Background: an optimization exercise with open tools, aiming at small area and a short achievable clock period. Do not read the settings as production practice.
No run shown here included a check of the RTL's function; only the layout flow was run.

$ cat config.mk
export PLATFORM = sky130hd
export DESIGN_NAME = ViterbiDecoder
export DESIGN_NICKNAME = ViterbiDecoder
export VERILOG_FILES = /design/flow/design.v
export SDC_FILE = /design/flow/constraint.sdc
export NUM_CORES = 4
export LEC_CHECK = 0
export CAP_MARGIN = 20
export CORE_MARGIN = 2
export CORE_UTILIZATION = 40
export SETUP_SLACK_MARGIN = 3.5
export SLEW_MARGIN = 20
$ cat constraint.sdc
create_clock -name core_clock -period 7.0 [get_ports {clock}]
set_input_delay 1.4000 -clock core_clock [delete_from_list [all_inputs] [get_ports {clock}]]
set_output_delay 1.4000 -clock core_clock [all_outputs]
set_load 0.01 [all_outputs]
$ cat run.sh
#!/bin/bash
# synth_recipe.tcl (not shown) runs the flow's synth.tcl, then flattens the netlist and writes it again
# the make line also repeats each setting of config.mk as NAME=value (left out here)
make -C /OpenROAD-flow-scripts/flow DESIGN_CONFIG=/design/flow/config.mk WORK_HOME=/design/flow/orfs CLKGATE_MAP_FILE= SYNTH_SCRIPT=/design/flow/synth_recipe.tcl finish
$ cat design.v
module ViterbiDecoder (
    input  wire       clock,
    input  wire       reset,
    input  wire       io_enq_valid,
    input  wire [7:0] io_enq_bits,
    output wire       io_deq_valid,
    output wire       io_deq_bits
);
    localparam W = 8;
    function automatic par6(input [5:0] x);
        par6 = ^x;
    endfunction
    wire signed [5:0] y0 = {{2{io_enq_bits[3]}}, io_enq_bits[3:0]};
    wire signed [5:0] y1 = {{2{io_enq_bits[7]}}, io_enq_bits[7:4]};
    reg  [6:0]        frameCnt;
    reg               v1, i1;
    reg  signed [5:0] bm [0:3];       
    always @(posedge clock) begin
        bm[0] <=  y0 + y1;
        bm[1] <=  y1 - y0;
        bm[2] <=  y0 - y1;
        bm[3] <= -y0 - y1;
        v1  <= io_enq_valid & ~reset;
        i1  <= reset | (&frameCnt);
        if (reset)
            frameCnt <= 7'd0;
        else if (io_enq_valid)
            frameCnt <= frameCnt + 7'd1;
    end
    reg  [W-1:0] sm [0:31];
    wire [31:0]  sel;               
    genvar k;
    generate
        for (k = 0; k < 32; k = k + 1) begin : g_acs
            localparam [5:0] C  = (k >= 16 ? 32 : 0) + 2*(k % 16);
            localparam [1:0] LB = {par6(C & 6'o75), par6(C & 6'o53)};
            wire signed [5:0] b0 = bm[LB];
            wire signed [5:0] b1 = bm[~LB];
            wire [W-1:0] m0 = sm[2*(k % 16)];
            wire [W-1:0] m1 = sm[2*(k % 16) + 1];
            wire [W-1:0] t0 = m0 + {{(W-6){b0[5]}}, b0};
            wire [W-1:0] t1 = m1 + {{(W-6){b1[5]}}, b1};
            wire [W-1:0] r  = m1 - m0 - {b0[5], b0, 1'b0};
            if (LB == 2'd0) begin : g_wide
                assign sel[k] = r[W-1] & (|r[W-2:2]);
            end else begin : g_norm
                assign sel[k] = r[W-1];
            end
            always @(posedge clock) begin
                if (i1)
                    sm[k] <= {W{1'b0}};
                else if (v1)
                    sm[k] <= sel[k] ? t0 : t1;
            end
        end
    endgenerate
    reg  [31:0] sa, sb;
    reg         dvalid;
    wire        vnow = v1 & ~reset;
    always @(posedge clock) begin
        sa     <= {32{vnow}} &  sel;
        sb     <= {32{vnow}} & ~sel;
        dvalid <= vnow;
    end
    wire sh = ~dvalid;
    localparam NST = 48;
    reg  [31:0] r [5:NST-1];
    always @(posedge clock)
        r[5] <= sb | (r[5] & {32{sh}});
    genvar g, j;
    generate
        for (g = 6; g < NST; g = g + 1) begin : g_stage
            for (j = 0; j < 32; j = j + 1) begin : g_bit
                always @(posedge clock)
                    r[g][j] <= (r[g-1][2*(j%16)]   & sa[j])
                             | (r[g-1][2*(j%16)+1] & sb[j])
                             | (r[g][j]            & sh);
            end
        end
    endgenerate
    reg obit, ovalid;
    reg [5:0] nDec;
    always @(posedge clock) begin
        obit <= (r[NST-1][0] & sa[0]) | (r[NST-1][1] & sb[0]);
        if (reset) begin
            nDec   <= 6'd0;
            ovalid <= 1'b0;
        end else begin
            if (dvalid && nDec != 6'd48)
                nDec <= nDec + 6'd1;
            ovalid <= dvalid && nDec == 6'd48;
        end
    end
    assign io_deq_valid = ovalid;
    assign io_deq_bits  = obit;
endmodule
==> results of run 1 <==
layout by cell type, fill, tap and decap left out, types with 33 or more instances in the layout:
master,count
sky130_fd_sc_hd__clkbuf_1,36
sky130_fd_sc_hd__xor2_1,123
sky130_fd_sc_hd__xnor2_1,357
sky130_fd_sc_hd__a21boi_0,41
sky130_fd_sc_hd__o41ai_1,35
sky130_fd_sc_hd__o21ai_0,1447
sky130_fd_sc_hd__nor2b_1,107
sky130_fd_sc_hd__dfxtp_4,58
sky130_fd_sc_hd__a21oi_2,52
sky130_fd_sc_hd__a22oi_1,1246
sky130_fd_sc_hd__nor3b_1,55
sky130_fd_sc_hd__and2_1,34
sky130_fd_sc_hd__a21o_1,182
sky130_fd_sc_hd__o21a_1,71
sky130_fd_sc_hd__mux2i_1,129
sky130_fd_sc_hd__ha_1,651
sky130_fd_sc_hd__dfxtp_1,1472
sky130_fd_sc_hd__xnor2_2,34
sky130_fd_sc_hd__nor2_1,460
sky130_fd_sc_hd__a21oi_1,242
sky130_fd_sc_hd__nor3_1,126
sky130_fd_sc_hd__buf_4,272
sky130_fd_sc_hd__buf_6,55
sky130_fd_sc_hd__a211oi_2,34
sky130_fd_sc_hd__nand2b_1,94
sky130_fd_sc_hd__nand2_1,210
sky130_fd_sc_hd__a211oi_1,149
sky130_fd_sc_hd__dfxtp_2,104
sky130_fd_sc_hd__clkbuf_16,188
sky130_fd_sc_hd__clkbuf_8,40
sky130_fd_sc_hd__ha_4,33
sky130_fd_sc_hd__fa_1,75
sky130_fd_sc_hd__inv_1,1489
per-stage QoR:
| stage | cells | utilization, % | setup WS [ns] | cell area (um2) |
|---|---|---|---|---|
| floorplan | 10300 | - | 3.51 | 88500 |
| global route | 13400 | 46.9 | 3.24 | 103000 |
| detailed placement | 12900 | 41.6 | 2.21 | 91300 |
| CTS | 13300 | 45.6 | 3.32 | 100000 |
| global placement | 12900 | 41.6 | 2.28 | 91300 |
| finish | 13400 | 46.9 | 3.29 | 103000 |
area by class of cell:
cell class              count  area (um2)  area share, %
diodes                      6        15.0         0.0146
clock buffers             259        5270           5.11
clock inverters            69        1010          0.982
inverters                1525        5770           5.60
multi-input cells        6613       50800           49.3
flip-flops and latches   1634       33100           32.1
well taps                2958        3700           3.59
repair buffers            375        3480           3.38
metal layers:
layer	wire, um	track usage, %
met1	131000	33.6
met2	150000	46.0
met3	19800	3.56
met4	17700	13.4
met5	13	0
timing repair:
item / CTS / global route
gates resized for setup: 345 / 467
buffers inserted: 125 / 101
endpoints found under the setup margin: 292 / 268
cloned: 4 / 10
pin swaps: 127 / 276
final timing paths:
kind | end | slack, ns | depth (start not counted)
setup reg to reg | sm[30][4] | 3.29 | 17
hold reg to reg | r[47][0] | 0.45 | 2
setup / recovery | sm[30][4] | 3.29 | 17
hold / removal | r[47][0] | 0.45 | 2
critical path, stage by stage (launching register included):
cell	delay (ns)
sky130_fd_sc_hd__dfxtp_4	0.37
sky130_fd_sc_hd__clkinvlp_4	0.18
sky130_fd_sc_hd__fa_2	0.39
sky130_fd_sc_hd__a21o_1	0.20
sky130_fd_sc_hd__a21oi_2	0.15
sky130_fd_sc_hd__o21bai_1	0.10
sky130_fd_sc_hd__a21oi_2	0.19
sky130_fd_sc_hd__xnor2_2	0.19
sky130_fd_sc_hd__ha_4	0.28
sky130_fd_sc_hd__a311oi_2	0.27
sky130_fd_sc_hd__o211ai_1	0.12
sky130_fd_sc_hd__buf_4	0.17
sky130_fd_sc_hd__nor3_2	0.16
sky130_fd_sc_hd__buf_4	0.16
sky130_fd_sc_hd__buf_6	0.10
sky130_fd_sc_hd__o21ba_4	0.20
sky130_fd_sc_hd__mux2i_2	0.24
sky130_fd_sc_hd__a211oi_2	0.08
kinds of logic after synthesis:
kind of cell             after synthesis  synth area share (%)
flip-flops                          1634                  37.0
AND/OR/NAND/NOR                     1300                  7.22
adder cells (fa/ha/maj)              787                  11.9
multiplexers                         189                  2.16
XOR/XNOR                             537                  5.45
AO/OA/AOI/OAI                       3798                  27.4
buffers and inverters               2079                  8.89
sequential cells by signal, summed over array words and instances, names as in the netlist:
name and flops:
bm 18, dvalid 1, frameCnt 7, i1 1, nDec 6, obit 1, ovalid 1, r 1278
sa 32, sb 32, sm 256, v1 1
==> impl_results.md, run 1 <==
- Pre-antenna DRT Iters: 6
- Setup clock skew after layout: 0.0908 ns
- Highest achievable clock rate: 269 MHz
- Area share of the largest cell type after synthesis: 37.0%
- Vias after detailed routing: 77.7k
- Final number of hold-violating endpoints: 0
- Endpoints failing setup: 0
- Crit path from: sm[28][1]
- Antenna viol nets, final: 0
- Most used flip-flop cell after synthesis: sky130_fd_sc_hd__dfxtp_1
- Minimum clock period: 3.71 ns
- GR Overflow Total: 0
- Synthesized netlist net count: 11.1k
- Final nets: 11.1k
- Clock transition at path regs: 0.06 ns
- Standard-cell row count: 172
- Post-route clock period utilization: 53.1%
- Cell variety after synth: 85
- Setup crit end kind: flip-flop
- Max capacitance violation total: 0
- Starting density of the core: 40.3%
- Inserted Clock Buffers: 180
- FF+latch count, synth: 1,634
- Leading cell types by total area after synthesis: sky130_fd_sc_hd__dfxtp_1 (37%), sky130_fd_sc_hd__a22oi_1 (11%), sky130_fd_sc_hd__ha_1 (9.8%), sky130_fd_sc_hd__o21ai_0 (8.4%), sky130_fd_sc_hd__inv_1 (6.5%)
- Number of ports placed on the die boundary: 13
- Critical path data arrival time: 4.38 ns
- Global-route wire length before repair: 467,000 um
- CTS H-tree lvls: 4
- TritonCTS clock tree: built
- Number of sinks driven by the clock tree: 1,634
- Gate Count Post-Synth: 10.3k
- Library cell with the highest instance count after synthesis: sky130_fd_sc_hd__dfxtp_1
- Count of buffers from port buffering: 12
- Average wire length per cell after detail routing: 23.7 um
- Violation count after the first detailed-routing iteration: 7,271
- Count of unresolved DRC violations after routing: 0
- Die span in x: 474 um
- Detailed Route WL: 319,000 um
- Post-synth design cell area: 88,500 um2
- Layout cells sized above 1: 12.3%
- Fill count: 21.0k
- Type of element launching the critical path: flip-flop
- Die Height: 474 um
- Relative area change from synthesis to final layout: 16.5%
- Actual transition at the worst max-transition pin: 1.18 ns
- Setup repair after global routing missed its margin: true
- Number of antenna violations at the first check in global routing: 4
- Root Driver: sky130_fd_sc_hd__clkbuf_16
- Required time worst endpoint: 7.67 ns
- Total Die Area: 225,000 um2
- Post-detailed-route via-to-cell ratio: 5.78
- Most common library cells after synthesis: sky130_fd_sc_hd__dfxtp_1 (1,634), sky130_fd_sc_hd__inv_1 (1,522), sky130_fd_sc_hd__o21ai_0 (1,486), sky130_fd_sc_hd__a22oi_1 (1,246), sky130_fd_sc_hd__ha_1 (695)
- Largest fanout of any net on the critical path: 5
- Cell taking the most area after synthesis: sky130_fd_sc_hd__dfxtp_1
- Share of async-settable or async-resettable flops after synthesis: 0%
- Synthesized area per cell: 8.57 um2
- Worst-Skew Late Latency: 0.88 ns
- Setup TNS: 0 ns
- Run status: complete, no violations
- Buffers from clock root to sink, at most: 3
- YS warnings: 4
- Number of global-route vias before repair: 75.5k
- Count of flip-flops with a built-in enable after synthesis: 0
- Worst Hold Launch: r[47][0]
- Number of pins exceeding their max-slew limit in the final report: 0
- Type of the worst min-delay path: reg2reg
- Core region area: 220,000 um2
- Final estimated routing congestion in global placement: 0.906
- FF-to-FF Start: sm[28][1]
- Pin count of the biggest net entering global routing: 270
- Slew headroom: 21.3%
- GRT Total Usage: 27.1%
- Hold buffer count at CTS: 0
- HPWL after detailed placement: 198,000 um
- Category of the most critical setup path: reg2reg
- Sequential area share after synthesis: 37.0%
- Final worst hold slack: 0.452 ns
==> run 2: changes to the inputs <==
--- a/config.mk
+++ b/config.mk
@@ -9,4 +9,4 @@
 export CORE_MARGIN = 2
 export CORE_UTILIZATION = 40
-export SETUP_SLACK_MARGIN = 3.5
+export SETUP_SLACK_MARGIN = 3.8
 export SLEW_MARGIN = 20
==> run 2 against run 1 <==
  * Register-to-register slack improved by 0.10 ns
  * Synthesized area unchanged
  * Global-route usage about the same
  * Still clean
  * Highest routed layer is now met4
  * Sequential cell count unchanged
  * Final area increased by 2.7%
  * Fmax increased by 2.8%
  * Worst setup slack improved by 0.10 ns
  * Non-clock buffer count increased by 122
  * Final cell count increased by 0.85%
  * Critical path type unchanged
  * Core utilization increased by 1.3 points
==> impl_results.md, run 2 <==
- Gate Count Post-Synth: 10.3k
- Largest fanout of any net on the critical path: 5
- Global-route wire length before repair: 470,000 um
- Clock transition at path regs: 0.06 ns
- Area share of the largest cell type after synthesis: 37.0%
- Number of cell instances on the worst register-to-register path: 16
- Number of antenna violations at the first check in global routing: 5
- Max capacitance violation total: 0
- Count of flip-flops with a built-in enable after synthesis: 0
- Core region area: 220,000 um2
- Antenna viol nets, final: 0
- Endpoint of the worst hold path: r[36][11]
- Actual transition at the worst max-transition pin: 1.38 ns
- Number of ports placed on the die boundary: 13
- Non-filler cells in the finished layout: 13.6k
- Root Driver: sky130_fd_sc_hd__clkbuf_16
- Final estimated routing congestion in global placement: 0.918
- FF-to-FF Start: sm[20][4]
- Highest achievable clock rate: 277 MHz
- Post-synth design cell area: 88,500 um2
- Relative area change from synthesis to final layout: 19.7%
- Synthesized netlist net count: 11.1k
- Placed insts: 12.9k
- Most used flip-flop cell after synthesis: sky130_fd_sc_hd__dfxtp_1
- Die Height: 474 um
- Detailed Route WL: 315,000 um
- Leading cell type in the layout, fill and taps excluded: sky130_fd_sc_hd__dfxtp_1
- Number of global-route vias before repair: 75.5k
- Setup crit end kind: flip-flop
- Worst setup slack before clock tree synthesis: 2.50 ns
- Buffers from clock root to sink, at most: 3
- Slew headroom: 8.17%
- Inserted Clock Buffers: 175
- Starting density of the core: 40.3%
- Leading cell types in the layout, fill and taps excluded: sky130_fd_sc_hd__dfxtp_1 (1,498), sky130_fd_sc_hd__inv_1 (1,480), sky130_fd_sc_hd__o21ai_0 (1,405), sky130_fd_sc_hd__a22oi_1 (1,246), sky130_fd_sc_hd__ha_1 (628)
- Post-detailed-route via-to-cell ratio: 5.75
- Post-route clock period utilization: 51.6%
- Number of flip-flops in the largest register: 1,278
- Synthesized area per cell: 8.57 um2
- TritonCTS clock tree: built
- Number of pins exceeding their max-slew limit in the final report: 0
- Violation count after the first detailed-routing iteration: 7,502
- Destination of the worst register-to-register timing path: sm[10][1]
- Category of the most critical setup path: reg2reg
- Vias after detailed routing: 78.0k
- Share of the core filled with cells in the final layout: 48.2%
- CTS H-tree lvls: 4
- Most common library cells after synthesis: sky130_fd_sc_hd__dfxtp_1 (1,634), sky130_fd_sc_hd__inv_1 (1,522), sky130_fd_sc_hd__o21ai_0 (1,486), sky130_fd_sc_hd__a22oi_1 (1,246), sky130_fd_sc_hd__ha_1 (695)
- Count of buffers from port buffering: 12
- GR Overflow Total: 0
- Worst Hold Launch: r[35][23]
- Final nets: 11.2k
- Setup clock skew after layout: 0.0712 ns
- Average wire length per cell after detail routing: 23.3 um
- Depth of the worst hold-timing path: 2
- YS warnings: 4
- Required time worst endpoint: 7.68 ns
- Leading cell types by total area after synthesis: sky130_fd_sc_hd__dfxtp_1 (37%), sky130_fd_sc_hd__a22oi_1 (11%), sky130_fd_sc_hd__ha_1 (9.8%), sky130_fd_sc_hd__o21ai_0 (8.4%), sky130_fd_sc_hd__inv_1 (6.5%)
- Layout cells sized above 1: 15.3%
- Run status: complete, no violations
- Total Die Area: 225,000 um2
- Pre-antenna DRT Iters: 6
- PnR worst setup slack: 3.39 ns
- Type of the worst min-delay path: reg2reg
- Register containing the most flip-flops in the final layout: r
- Type of element launching the critical path: flip-flop
- FF+latch count, synth: 1,634
- Minimum clock period: 3.61 ns
- GRT Total Usage: 27.0%
- HPWL after detailed placement: 196,000 um
- Pin count of the biggest net entering global routing: 320
- Cell variety after synth: 85
- Die span in x: 474 um
- Standard-cell row count: 172
- Worst-Skew Late Latency: 0.86 ns
- Final number of hold-violating endpoints: 0
- Flop2flop setup slack: 3.39 ns
- Setup TNS: 0 ns
- Endpoints failing setup: 0
- Cell taking the most area after synthesis: sky130_fd_sc_hd__dfxtp_1
- Count of unresolved DRC violations after routing: 0
- Sequential area share after synthesis: 37.0%
- Setup repair after global routing missed its margin: true
- Number of sinks driven by the clock tree: 1,634
- Critical path data arrival time: 4.29 ns
- Share of async-settable or async-resettable flops after synthesis: 0%
- Library cell with the highest instance count after synthesis: sky130_fd_sc_hd__dfxtp_1
- Registers with the most flip-flops: r x1278, sm x256
- Hold buffer count at CTS: 0
run 2: cell counts after synthesis:
Identical to the previous run, type by type.
run 2: worst max path at each step:
| stage | to | cells past startpoint | startpoint |
|---|---|---|---|
| 6_report | sm[10][1] | 16 | sm[20][4] |
| 5_1_grt | sm[3][5] | 18 | sm[7][0] |
| 4_1_cts | sm[1][4] | 17 | sm[3][0] |
| 3_5_place_dp | sm[1][1] | 16 | sm[3][0] |
| 3_3_place_gp | sm[1][1] | 16 | sm[3][0] |
| 2_1_floorplan | sm[7][1] | 16 | sm[15][0] |
run 2: metrics by stage:
stage / hold WS (ns) / area [um2]
after floorplan: 0.430 / 88900
after global placement: 0.439 / 91600
after detailed placement: 0.445 / 91600
after CTS: 0.456 / 103000
after global routing: 0.469 / 106000
final: 0.449 / 106000
run 2: metal layers:
layer / vias to the layer above / wire length, um / global-route usage, %
li1: 36500 / - / -
met1: 37800 / 134000 / 35.5
met2: 2931 / 144000 / 43.9
met3: 798 / 21200 / 3.79
met4: 0 / 16300 / 12.2
met5: - / 0 / 0
run 2: logic make-up after synthesis:
group | after synthesis | share of synthesized area (%)
and+or+nand+nor | 1300 | 7.22
DFF | 1634 | 37.0
buffers and inverters | 2079 | 8.89
adders and majority gates | 787 | 11.9
xor gates and xnor gates | 537 | 5.45
muxes | 189 | 2.16
AOI/OAI and AO/OA | 3798 | 27.4
run 2: timing repair:
item / 4_1_cts / 5_1_grt
pin swaps: 363 / 286
endpoints found under the setup margin: 319 / 313
setup buffers: 250 / 97
endpoints found under the hold margin: 0 / 0
cloned: 18 / 1
gates resized for setup: 713 / 440
run 2: area by class of cell:
class                   instances  area [um2]
flip-flops and latches       1634       33000
well taps                    2958        3700
clock buffers                 265        5210
diodes                          2        5.00
repair buffers                497        4980
multi-input cells            6614       52300
inverters                    1525        5800
fillers                     20700      114000
clock inverters                58         856
run 2: critical path: stages, from the launching register on:
cell and delay [ns]:
sky130_fd_sc_hd__dfxtp_2 0.43, sky130_fd_sc_hd__inv_1 0.18, sky130_fd_sc_hd__ha_1 0.44, sky130_fd_sc_hd__inv_1 0.07
sky130_fd_sc_hd__o21bai_1 0.23, sky130_fd_sc_hd__a21oi_2 0.11, sky130_fd_sc_hd__xnor2_2 0.16, sky130_fd_sc_hd__buf_4 0.15
sky130_fd_sc_hd__ha_4 0.15, sky130_fd_sc_hd__or3_1 0.35, sky130_fd_sc_hd__o32a_1 0.19, sky130_fd_sc_hd__a211o_1 0.30
sky130_fd_sc_hd__a21oi_4 0.21, sky130_fd_sc_hd__buf_12 0.14, sky130_fd_sc_hd__buf_16 0.12, sky130_fd_sc_hd__mux2i_1 0.18
sky130_fd_sc_hd__o31ai_1 0.08

==> re-timing with driven ports <==
In the flow no input, the clock included, has a driving cell. The finished layouts below were timed again as built, in two steps. Step 1 assumes that a clkbuf_16 drives the clock port and a buf_2 every other input. Step 2 moves the port delays by t, midway between the first and last clock arrival at a register: inputs arrive t later, outputs are due t later. That takes back most of the time a late clock gives input paths. a / b / c = no drivers / after step 1 / after step 2; a / b = the first two.
run	t (ns)	slack for setup (ns)	worst register clock-pin slew, ns	worst data-port slew with drivers (ns)
run 1	0.928	3.286 / 3.286 / 2.930	0.07 / 0.07	0.10
run 2	0.930	3.386 / 3.386 / 3.027	0.07 / 0.07	0.14
After both steps setup and hold are still met in every run listed. The setup slack of run 2, which loses most, moves by 0.000 ns with the drivers and by -0.359 ns with both steps.
